This is an optimization exercise on Yosys and OpenROAD, whose aim is small area, a short achievable clock period and few clock cycles per item, not a production implementation.
Where RTL was checked, it was by simulation tests only, not by an equivalence proof against the original.

==> job 3082 <==
==> flow/design.v (excerpt) <==
module mul_op #(parameter INPUTS = 2,
		parameter OUTPUTS = 1,
		parameter DATA_IN_SIZE = 32,
		parameter DATA_OUT_SIZE = 32)
		(
		input clk,
		input rst,
		input [INPUTS * (DATA_IN_SIZE)- 1 : 0]data_in_bus,
		input [INPUTS - 1 : 0]valid_in_bus,
		output [INPUTS - 1 : 0] ready_in_bus,
		output [OUTPUTS * (DATA_OUT_SIZE) - 1 : 0]data_out_bus,
		output [OUTPUTS - 1 : 0]valid_out_bus,
		input 	[OUTPUTS - 1 : 0] ready_out_bus
);
make LEC_CHECK=0 CAP_MARGIN=20 CORE_MARGIN=2 CORE_UTILIZATION=40 SETUP_SLACK_MARGIN=3 SLEW_MARGIN=20 finish   # period 8.0 ns
run.sh (not shown) runs the stock make flow with config.mk's settings and CLKGATE_MAP_FILE= SYNTH_SCRIPT=/design/flow/synth_recipe.tcl, a recipe that flattens the netlist after the stock synthesis.
==> inputs of job 797, as changes to job 3082 <==
--- a/flow/config.mk
+++ b/flow/config.mk
@@ -8,5 +8,4 @@
 export CAP_MARGIN = 20
 export CORE_MARGIN = 2
 export CORE_UTILIZATION = 40
-export SETUP_SLACK_MARGIN = 3
 export SLEW_MARGIN = 20
==> key figures <==
Status
  – Status: timing/DRC/antenna clean

Detailed routing
  – M1 wire length: 28660 um

Timing
  – Clock period minus worst slack: 6.950 ns

Global routing
  – Met2 capacity usage during global routing: 50.17%

Setup path
  – Worst reg2reg setup slack: 6.83 ns

Placed design
  – Placer congestion estimate: 0.9463
# the run above: job 3082

==> key figures <==
Global routing
  – Met2 capacity usage during global routing: 46.40%

Detailed routing
  – M1 wire length: 27150 um

Placed design
  – Placer congestion estimate: 1.009

Status
  – Status: timing/DRC/antenna clean

Setup path
  – Worst reg2reg setup slack: 6.61 ns
  – CP Capture Type: flop
# the run above: job 797

Function was not checked in any run of this note: the RTL went through the layout flow alone.

---

==> trial 73: inputs <==
Another version of the RTL of mul_op (not shown whole).
Settings: LEC_CHECK=0, CAP_MARGIN=20, CORE_MARGIN=2, CORE_UTILIZATION=40, SETUP_SLACK_MARGIN=4, SLEW_MARGIN=20, SYNTH_HIERARCHICAL=1; clock period 8.0 ns.
==> trial 55: changes against trial 73 <==
SETUP_SLACK_MARGIN = 4.5   (was 4)
==> trial 56: changes against trial 73 <==
--- a/flow/design.v
+++ b/flow/design.v
@@ -9,25 +9,40 @@
 		input [INPUTS - 1 : 0]valid_in_bus,
 		output [INPUTS - 1 : 0] ready_in_bus,
 		output [OUTPUTS * (DATA_OUT_SIZE) - 1 : 0]data_out_bus,
 		output [OUTPUTS - 1 : 0]valid_out_bus,
 		input 	[OUTPUTS - 1 : 0] ready_out_bus
 );
+  reg fa, fb;
+  reg [31:0] a_s, b_s;
+  reg sv;             
+  wire ce = ~sv;      
+  wire fire = fa & fb & ce;
+  assign ready_in_bus[0] = ~fa | fire;
+  assign ready_in_bus[1] = ~fb | fire;
+  always @(posedge clk, posedge rst)
+    if (rst) begin fa <= 1'b0; fb <= 1'b0; end
+    else begin
+      if (ready_in_bus[0]) fa <= valid_in_bus[0];
+      if (ready_in_bus[1]) fb <= valid_in_bus[1];
+    end
+  always @(posedge clk) begin
+    if (ready_in_bus[0]) a_s <= data_in_bus[31:0];
+    if (ready_in_bus[1]) b_s <= data_in_bus[63:32];
+  end
   reg [1:0] v;
-  wire ce = ~v[1] | ready_out_bus[0];
-  assign ready_in_bus[0] = valid_in_bus[1] & ce;
-  assign ready_in_bus[1] = valid_in_bus[0] & ce;
-  wire join_valid = valid_in_bus[0] & valid_in_bus[1];
   always @(posedge clk, posedge rst)
     if (rst) v <= 0;
-    else if (ce) v <= {v[0:0], join_valid};
-  assign valid_out_bus[0] = v[1];
-  reg [31:0] p_reg;
-  assign data_out_bus[31:0] = p_reg;
-  wire [31:0] a_s = data_in_bus[31:0];
-  wire [31:0] b_s = data_in_bus[63:32];
+    else if (ce) v <= {v[0:0], fire};
+  reg [31:0] s_reg, p_reg;
+  always @(posedge clk, posedge rst)
+    if (rst) sv <= 1'b0;
+    else sv <= sv ? ~ready_out_bus[0] : (v[1] & ~ready_out_bus[0]);
+  always @(posedge clk) if (ce) s_reg <= p_reg;
+  assign valid_out_bus[0] = sv | v[1];
+  assign data_out_bus[31:0] = sv ? s_reg : p_reg;
   wire one0;
   wire two0;
   wire neg0;
   wire pp0_0;
   wire pp0_1;
   wire pp0_2;
SETUP_SLACK_MARGIN = 5   (was 4)
==> trial 36: changes against trial 73 <==
==> flow/flow/run.sh (new file) <==
#!/bin/bash
# The standard layout, with resizing free to change a cell's footprint (so the
# port buffers and other cells can be swapped for faster ones) and port
# buffers that are plain buffers rather than delay cells.
set -euo pipefail
bash standard.sh MATCH_CELL_FOOTPRINT=0 BUFFER_PORTS_ARGS="-buffer_cell sky130_fd_sc_hd__buf_2" finish > standard.log 2>&1
==> flow/standard.sh (new file) <==
#!/bin/bash
# synth_recipe.tcl (not shown) runs the flow's synth.tcl, then flattens the netlist and writes it again
# the make line also repeats each setting of config.mk as NAME=value (left out here)
make -C /OpenROAD-flow-scripts/flow DESIGN_CONFIG=/design/flow/config.mk WORK_HOME=/design/flow/orfs CLKGATE_MAP_FILE= SYNTH_SCRIPT=/design/flow/synth_recipe.tcl "${@:-finish}"
removed: flow/run.sh
==> summary of the runs <==
- Against trial 55, the hold slack of trial 73 is worse by 0.0037 ns.
- Global-route usage, lowest first: trial 36, trial 73, trial 56, trial 55.
- Trial 56 passed the timing, DRC and antenna checks. Trial 36 produced a clean layout. Trial 55 finished clean. Trial 73 finished with timing, DRC and antenna clean.
- The highest cell area belongs to trial 56, the lowest to trial 36.
- The lowest final cell count belongs to trial 36, the highest to trial 56.
- Critical path depth: trial 56 is higher than trial 73 (1).
- Sequential share of layout area: trial 56 is higher than trial 55 (7.8 points).
- In trial 56 the synthesized area is higher than in trial 55, by 14%.
- In die area, trial 36 and trial 55 do not differ.
- Fmax: trial 56 > trial 55 > trial 36 > trial 73.
==> figures <==
Post-route worst setup slack: trial 73 4.02 ns; trial 55 4.17 ns; trial 36 4.04 ns; trial 56 4.22 ns
Met3 wire length: trial 73 2340 µm; trial 55 2960 µm; trial 36 3300 µm; trial 56 4030 µm
Critical register-to-register path startpoint: trial 73 rc3[125]; trial 55 rc3[55]; trial 36 rc3[125]; trial 56 rc3[53]
Final standard cell count with taps included and fillers excluded: trial 73 2211; trial 55 2352; trial 36 2184; trial 56 2502
Max Clock Freq: trial 73 0.251 GHz; trial 55 0.261 GHz; trial 36 0.252 GHz; trial 56 0.265 GHz
Placeable core region: trial 73 46600 µm²; trial 55 46600 µm²; trial 36 46600 µm²; trial 56 53500 µm²
Worst path required time: trial 73 8.29 ns; trial 55 8.39 ns; trial 36 8.27 ns; trial 56 8.29 ns
Post CTS Setup Buffer Count: trial 73 35; trial 55 119; trial 36 14; trial 56 85
Share of synthesized area occupied by flip-flops and latches: trial 73 32.0%; trial 55 32.0%; trial 36 32.0%; trial 56 40.3%
Least-Margin Pin Slew: trial 73 1.09 ns; trial 55 1.02 ns; trial 36 1.03 ns; trial 56 1.11 ns
Post-synth EDFFs: trial 73 199; trial 55 199; trial 36 199; trial 56 263
Fin crit share: trial 73 49.7%; trial 55 47.8%; trial 36 49.6%; trial 56 47.2%
Number of distinct standard cells referenced by the synthesized netlist: trial 73 63; trial 55 63; trial 36 63; trial 56 57
Number of tap cells inserted: trial 73 607; trial 55 607; trial 36 607; trial 56 696
Crit path top cell by count: trial 73 sky130_fd_sc_hd__fa_1; trial 55 -; trial 36 sky130_fd_sc_hd__fa_1; trial 56 sky130_fd_sc_hd__fa_2
Post-Synth XOR/XNOR Area: trial 73 15.8%; trial 55 15.8%; trial 36 15.8%; trial 56 14.1%
Status: trial 73 complete, no violations; trial 55 complete, no violations; trial 36 complete, no violations; trial 56 complete, no violations
Arithmetic-cell share of the synthesized area counting full adders, half adders and majority gates: trial 73 24.8%; trial 55 24.8%; trial 36 24.8%; trial 56 21.7%
Fill cell total of the finished layout: trial 73 4089; trial 55 3744; trial 36 4137; trial 56 4410
Met1 Routed Length: trial 73 24700 µm; trial 55 25900 µm; trial 36 23300 µm; trial 56 28200 µm
Function was not checked in any run of this note: the RTL went through the layout flow alone.

---

==> job 8320 <==
Another version of the RTL of mul_op (not shown whole).
export LEC_CHECK = 0
export CAP_MARGIN = 20
export CORE_MARGIN = 2
export CORE_UTILIZATION = 40
export SETUP_SLACK_MARGIN = 5
export SLEW_MARGIN = 20
export SYNTH_HIERARCHICAL = 1
create_clock -name core_clock -period 8.0 [get_ports {clk}]
standard.sh (not shown) runs the stock make flow with config.mk's settings and CLKGATE_MAP_FILE= SYNTH_SCRIPT=/design/flow/synth_recipe.tcl, a recipe that flattens the netlist after the stock synthesis.
==> flow/flow/run.sh <==
#!/bin/bash
# The standard layout, with resizing free to change a cell's footprint (so the
# port buffers and other cells can be swapped for faster ones) and port
# buffers that are plain buffers rather than delay cells.
set -euo pipefail
bash standard.sh MATCH_CELL_FOOTPRINT=0 BUFFER_PORTS_ARGS="-buffer_cell sky130_fd_sc_hd__buf_2" finish > standard.log 2>&1
==> inputs of job 6219, as changes to job 8320 <==
--- a/flow/design.v
+++ b/flow/design.v
@@ -16,42 +16,36 @@
   reg [31:0] a_s;
   reg [47:0] sel_s;       
   wire [47:0] sel_in;
   reg sv;             
   wire ce = ~sv;      
   wire fire = fa & fb & ce;
-  wire [1:0] rin = {~fb | fire, ~fa | fire};
-  reg [1:0] rdy;
-  assign ready_in_bus = rdy;
-  wire fa_n = rin[0] ? valid_in_bus[0] : fa;
-  wire fb_n = rin[1] ? valid_in_bus[1] : fb;
-  reg vp;
-  wire sv_n = sv ? ~ready_out_bus[0] : (vp & ~ready_out_bus[0] & v[0]);
+  assign ready_in_bus[0] = ~fa | fire;
+  assign ready_in_bus[1] = ~fb | fire;
   always @(posedge clk, posedge rst)
-    if (rst) begin fa <= 1'b0; fb <= 1'b0; rdy <= 2'b11; end
+    if (rst) begin fa <= 1'b0; fb <= 1'b0; end
     else begin
-      fa <= fa_n;
-      fb <= fb_n;
-      rdy[0] <= ~fa_n | (fb_n & ~sv_n);
-      rdy[1] <= ~fb_n | (fa_n & ~sv_n);
+      if (ready_in_bus[0]) fa <= valid_in_bus[0];
+      if (ready_in_bus[1]) fb <= valid_in_bus[1];
     end
   always @(posedge clk) begin
-    if (rin[0]) a_s <= data_in_bus[31:0];
-    if (rin[1]) sel_s <= sel_in;
+    if (ready_in_bus[0]) a_s <= data_in_bus[31:0];
+    if (ready_in_bus[1]) sel_s <= sel_in;
   end
   reg [0:0] v;
   always @(posedge clk, posedge rst)
     if (rst) v <= 0;
     else if (ce) v <= fire;
+  reg vp;
   reg [31:0] s_reg, p_reg;
   wire p_en = ~vp | ready_out_bus[0];
   always @(posedge clk, posedge rst)
     if (rst) begin vp <= 1'b0; sv <= 1'b0; end
     else begin
       if (p_en) vp <= sv | v[0];
-      sv <= sv_n;
+      sv <= sv ? ~ready_out_bus[0] : (vp & ~ready_out_bus[0] & v[0]);
     end
   always @(posedge clk) begin
     if (ce) s_reg <= prod;
     if (p_en) p_reg <= p_next;
   end
   assign valid_out_bus[0] = vp;
--- a/flow/config.mk
+++ b/flow/config.mk
@@ -5,9 +5,10 @@
 export SDC_FILE = /design/flow/constraint.sdc
 export NUM_CORES = 4
 export LEC_CHECK = 0
 export CAP_MARGIN = 20
 export CORE_MARGIN = 2
 export CORE_UTILIZATION = 40
+export PLACE_DENSITY = 0.75
 export SETUP_SLACK_MARGIN = 5
 export SLEW_MARGIN = 20
 export SYNTH_HIERARCHICAL = 1
==> inputs of job 7292, as changes to job 8320 <==
--- a/flow/design.v
+++ b/flow/design.v
@@ -16,42 +16,36 @@
   reg [31:0] a_s;
   reg [47:0] sel_s;       
   wire [47:0] sel_in;
   reg sv;             
   wire ce = ~sv;      
   wire fire = fa & fb & ce;
-  wire [1:0] rin = {~fb | fire, ~fa | fire};
-  reg [1:0] rdy;
-  assign ready_in_bus = rdy;
-  wire fa_n = rin[0] ? valid_in_bus[0] : fa;
-  wire fb_n = rin[1] ? valid_in_bus[1] : fb;
-  reg vp;
-  wire sv_n = sv ? ~ready_out_bus[0] : (vp & ~ready_out_bus[0] & v[0]);
+  assign ready_in_bus[0] = ~fa | fire;
+  assign ready_in_bus[1] = ~fb | fire;
   always @(posedge clk, posedge rst)
-    if (rst) begin fa <= 1'b0; fb <= 1'b0; rdy <= 2'b11; end
+    if (rst) begin fa <= 1'b0; fb <= 1'b0; end
     else begin
-      fa <= fa_n;
-      fb <= fb_n;
-      rdy[0] <= ~fa_n | (fb_n & ~sv_n);
-      rdy[1] <= ~fb_n | (fa_n & ~sv_n);
+      if (ready_in_bus[0]) fa <= valid_in_bus[0];
+      if (ready_in_bus[1]) fb <= valid_in_bus[1];
     end
   always @(posedge clk) begin
-    if (rin[0]) a_s <= data_in_bus[31:0];
-    if (rin[1]) sel_s <= sel_in;
+    if (ready_in_bus[0]) a_s <= data_in_bus[31:0];
+    if (ready_in_bus[1]) sel_s <= sel_in;
   end
   reg [0:0] v;
   always @(posedge clk, posedge rst)
     if (rst) v <= 0;
     else if (ce) v <= fire;
+  reg vp;
   reg [31:0] s_reg, p_reg;
   wire p_en = ~vp | ready_out_bus[0];
   always @(posedge clk, posedge rst)
     if (rst) begin vp <= 1'b0; sv <= 1'b0; end
     else begin
       if (p_en) vp <= sv | v[0];
-      sv <= sv_n;
+      sv <= sv ? ~ready_out_bus[0] : (vp & ~ready_out_bus[0] & v[0]);
     end
   always @(posedge clk) begin
     if (ce) s_reg <= prod;
     if (p_en) p_reg <= p_next;
   end
   assign valid_out_bus[0] = vp;
--- a/flow/config.mk
+++ b/flow/config.mk
@@ -5,9 +5,9 @@
 export SDC_FILE = /design/flow/constraint.sdc
 export NUM_CORES = 4
 export LEC_CHECK = 0
 export CAP_MARGIN = 20
 export CORE_MARGIN = 2
 export CORE_UTILIZATION = 40
-export SETUP_SLACK_MARGIN = 5
+export SETUP_SLACK_MARGIN = 4.8
 export SLEW_MARGIN = 20
 export SYNTH_HIERARCHICAL = 1
==> summary.md <==
| Metric | Value |
|---|---|
| Critical path arrival | `1.54 ns` |
| Max-slew headroom | `25.1%` |
| Status | `timing/DRC/antenna clean` |
| Vias post-DR | `14600` |
| WL final | `57.5 mm` |
| Xor and xnor area share after synthesis | `27.4%` |
| Initial antenna violation count | `0` |
| Fill count | `5155` |
| Vias in the first global route | `14900` |
The numbers above come from job 7292.

==> summary.md <==
| Metric | Value |
|---|---|
| Critical path arrival | `3.30 ns` |
| Initial antenna violation count | `3` |
| Status | `timing/DRC/antenna clean` |
| Xor and xnor area share after synthesis | `27.3%` |
The numbers above come from job 8320.

==> summary.md <==
| Metric | Value |
|---|---|
| WL final | `59.0 mm` |
| Max-slew headroom | `39.0%` |
| Fill count | `4972` |
| Status | `timing/DRC/antenna clean` |
| Xor and xnor area share after synthesis | `27.4%` |
| Initial antenna violation count | `0` |
| Vias post-DR | `15500` |
The numbers above come from job 6219.

Testbench counts of job 6219, summed over its fixed seeds: cycles 2,424, items 2,400.
Testbench counts of job 7292, summed over its fixed seeds: cycles 2,424, items 2,400.
Function not checked in job 8320: the RTL went through the layout flow alone.

## static timing again, ports no longer ideal
The results above use ideal ports. As a check the final layouts listed here were re-extracted and re-timed, cells and wires unchanged.
Step 1, drivers: a clkbuf_16 drives clk and a buf_2 each remaining input, both assumed.
Step 2 also shifts input and output timing later by t, the mid clock arrival at the registers, as if the neighbouring blocks saw the same clock.
a / b / c = no drivers / after step 1 / after step 2; a / b = the first two.
| run | shift t [ns] | setup WS [ns] | worst setup path at the end | clock arrival spread, ns | cell pins on the clock port's net |
|---|---|---|---|---|---|
| job 3082 | 0.333 | 1.050 / 1.048 / 0.715 | input to register | 0.010 / 0.010 | 1 |
| job 797 | 0.325 | 0.335 / 0.334 / 0.009 | input to register | 0.007 / 0.006 | 1 |
| trial 73 | 0.604 | 4.021 / 4.021 / 3.498 | input to register | 0.014 / 0.014 | 1 |
| trial 55 | 0.618 | 4.174 / 4.174 / 3.682 | input to register | 0.032 / 0.032 | 1 |
| trial 56 | 0.613 | 4.224 / 4.224 / 4.224 | register to register | 0.022 / 0.022 | 1 |
| trial 36 | 0.583 | 4.035 / 4.059 / 3.476 | input to register | 0.015 / 0.016 | 1 |
| job 8320 | 0.643 | 4.997 / 4.997 / 4.997 | register to register | 0.030 / 0.031 | 1 |
| job 6219 | 0.609 | 4.831 / 4.777 / 4.962 | register to register | 0.030 / 0.031 | 1 |
| job 7292 | 0.619 | 4.858 / 4.805 / 4.884 | register to register | 0.018 / 0.018 | 1 |
After both steps every run listed still meets setup and hold. For trial 36, which loses most, drivers alone change the setup slack by +0.024 ns; drivers and shift together by -0.559 ns.
